This design comes from an exercise in tuning for a short achievable clock period and few clock cycles per item on the open sky130 flow, not from production work.
Function was checked by simulation only, so behaviour that the tests miss may differ from the original.
Power and IR drop assume default switching activity.

// top_cpu
module top_cpu#(
  parameter ADDR_WIDTH       = 32,
  parameter DATA_WIDTH       = 32
)(
  input                   clk,
  input                   rst,
  output [ADDR_WIDTH-1:0] imem_addr,
  input  [DATA_WIDTH-1:0] imem_rdata,
  output [ADDR_WIDTH-1:0] dmem_addr,
  output                  dmem_re,
  output                  dmem_we,
  output [DATA_WIDTH-1:0] dmem_wdata,
  input  [DATA_WIDTH-1:0] dmem_rdata,
  output                  retire_valid,
  output [ADDR_WIDTH-1:0] retire_pc,
  output                  retire_rd_we,
  output [4:0]            retire_rd,
  output [DATA_WIDTH-1:0] retire_rd_wdata
);
  localparam BI = 5;
  localparam BN = 1 << BI;
  reg  [31:0] pc_f;
  reg         bht_v   [0:BN-1];
  reg  [9-BI:0] bht_tag [0:BN-1];
  reg  [1:0]  bht_ctr [0:BN-1];
  reg         v_e;
  reg  [31:0] pc_e;
  reg  [31:0] a_e, b_e, s_e;           
  reg         fa_m_e, fb_m_e, fs_m_e;  
  reg  [4:0]  rd_e;
  reg         wr_e;                    
  reg         ld_e, st_e, br_e;        
  reg  [2:0]  f3_e;
  reg         sel_add_e, sel_slt_e, sel_sltu_e, sel_xor_e, sel_or_e, sel_and_e;
  reg         sel_sll_e, sel_srl_e, sel_sra_e;
  reg         sub_e;
  reg         bq_eq_e, bq_lt_e, bq_ltu_e, bq_inv_e;    
  reg         pred_e;
  reg         hit_e;
  reg  [1:0]  ctr_e;
  reg  [31:0] pcp4_e;
  reg  [12:0] offb_e;                  
  reg         v_m;
  reg  [31:0] pc_m;
  reg  [31:0] res_m;
  reg  [4:0]  rd_m;
  reg         wr_m;
  reg         ld_m;
  reg  [2:0]  f3_m;
  reg  [31:0] daddr_q, dwdata_q;
  reg         dre_q, dwe_q;
  reg         bu_v, bu_t, bu_hit;      
  reg  [1:0]  bu_ctr;
  reg         v_w;
  reg  [31:0] pc_w;
  reg  [4:0]  rd_w;
  reg         wr_w;
  reg  [31:0] rwd_w;
  reg  [31:0] rf [1:31];
  wire [31:0] ld_x = (f3_m == 3'b000) ? {{24{dmem_rdata[7]}}, dmem_rdata[7:0]} :
                     (f3_m == 3'b001) ? {{16{dmem_rdata[15]}}, dmem_rdata[15:0]} :
                     (f3_m == 3'b100) ? {24'd0, dmem_rdata[7:0]} :
                     (f3_m == 3'b101) ? {16'd0, dmem_rdata[15:0]} : dmem_rdata;
  wire [31:0] wd_x = ld_m ? ld_x : res_m;
  ...
Size: about 240 I/O pins.
==> flow/config.mk <==
export PLATFORM = sky130hd
export DESIGN_NAME = top_cpu
export DESIGN_NICKNAME = top_cpu
export VERILOG_FILES = /design/flow/design.v
export SDC_FILE = /design/flow/constraint.sdc
export NUM_CORES = 4
export LEC_CHECK = 0
export CAP_MARGIN = 20
export CORE_MARGIN = 2
export CORE_UTILIZATION = 40
export CTS_CLUSTER_DIAMETER = 60
export CTS_CLUSTER_SIZE = 20
export SLEW_MARGIN = 20
export SYNTH_HIERARCHICAL = 1
export SYNTH_MINIMUM_KEEP_SIZE = 0
==> flow/constraint.sdc <==
create_clock -name core_clock -period 12.0 [get_ports {clk}]
set_input_delay 2.4000 -clock core_clock [delete_from_list [all_inputs] [get_ports {clk}]]
set_output_delay 2.4000 -clock core_clock [all_outputs]
set_load 0.01 [all_outputs]
standard.sh (not shown) runs the stock make flow with config.mk's settings and CLKGATE_MAP_FILE= SYNTH_SCRIPT=/design/flow/synth_recipe.tcl, a recipe that flattens the netlist after the stock synthesis.
==> flow/flow/run.sh <==
#!/bin/bash
# The standard layout, with timing repair aimed well below the clock period:
# SETUP_SLACK_MARGIN asks repair_timing for that much slack at the design's
# 12 ns clock, so the achieved period is pushed toward 12 - margin.
set -euo pipefail
bash standard.sh SETUP_SLACK_MARGIN=8.5 finish > standard_make.log 2>&1
The baseline completed with no timing, DRC or antenna violations.
Testbench counts at the start, summed over its fixed seeds: cycles 24,956, instrs 24,000.
Change:
--- a/flow/design.v
+++ b/flow/design.v
@@ -300,21 +300,21 @@
   alu_control u_tgt (.pc(pc_e), .offset(offb_e), .target(tgt_x));
   wire [31:0] alt_x = pred_e ? pcp4_e : tgt_x;
   branch_check u_br (.br(br_e), .fa(fa_m_e), .fb(fb_m_e),
                      .t_eq(bq_eq_e), .t_lt(bq_lt_e), .t_ltu(bq_ltu_e), .inv(bq_inv_e),
                      .eq_ab(eq_ab), .lt_ab(lt_ab), .ltu_ab(ltu_ab),
                      .eq_mb(eq_mb), .lt_mb(lt_mb), .ltu_mb(ltu_mb),
                      .eq_am(eq_am), .lt_am(lt_am), .ltu_am(ltu_am),
                      .eq(eq_x), .lt(lt_x), .ltu(ltu_x), .mis(mis_e));
-  wire        tsel_f  = ~rst & ~mis_e & ~rp_f & pred_f;
-  wire [31:0] nother_f = rst ? 32'd0 : mis_e ? alt_x : rp_f ? pc_e :
-                         pred_f ? 32'd0 : pcp4_f;
-  wire [31:0] npc_f;
-  mux u_npc (.input1(tgt_f), .sel(tsel_f), .input2(nother_f), .out_data(npc_f));
+  wire        tsel_f  = ~rst & ~rp_f & pred_f;
+  wire [31:0] nother_f = rst ? 32'd0 : rp_f ? pc_e : pcp4_f;
+  wire [31:0] npc0_f, npc_f;
+  mux u_npc (.input1(tgt_f), .sel(tsel_f), .input2({32{~tsel_f}} & nother_f), .out_data(npc0_f));
+  mux u_mis (.input1(alt_x), .sel(mis_e & ~rst), .input2({32{~mis_e | rst}} & npc0_f), .out_data(npc_f));
   wire go_f = ~stall_f & ~mis_e & ~rp_f;   
   always @(posedge clk) begin
     pc_f <= npc_f;
     rp_f <= ~rst & stall_f;
     v_e  <= ~rst & go_f;
     wr_e <= ~rst & go_f & wr_f;
     ld_e <= ~rst & go_f & is_ld_f;
     st_e <= ~rst & go_f & is_st_f;
Outcome: Power drops by 1.6%. Sequential power hardly moves. Register-to-register slack got worse by 0.13 ns. Final area drops by 1.1%. Die area increases by 0.43%. Worst setup slack gains 0.016 ns. Hold slack gets worse by 0.0053 ns.
Testbench counts after the change, summed over its fixed seeds: cycles 24,956, instrs 24,000.

==> separate check: timing with driven ports <==
No port has a modelled driver above. Below, the same layouts with a new extraction and two added sets of constraints. Step 1 (the two cells are an assumption about what drives the block):
set clk [get_ports {clk}]
set_driving_cell -lib_cell sky130_fd_sc_hd__clkbuf_16 $clk
set_driving_cell -lib_cell sky130_fd_sc_hd__buf_2 [delete_from_list [all_inputs] $clk]
Step 2 times the ports against the registers' clock, not the clock port: input delays grow and output delays shrink by t, the midpoint of the rising clock arrivals with the driver on. a / b / c = ideal / step 1 / step 2; a / b = the first two.
run	t, ns	slack for setup (ns)	worst setup path at the end	pins driven straight from the clock port
the first run	0.939	8.128 / 7.830 / 6.891	input to register	1
the second run	0.928	8.144 / 7.981 / 7.053	input to register	1
After both steps setup and hold are still met in every run listed. The setup slack of the first run, which loses most, moves by -0.298 ns with the drivers and by -1.237 ns with both steps.
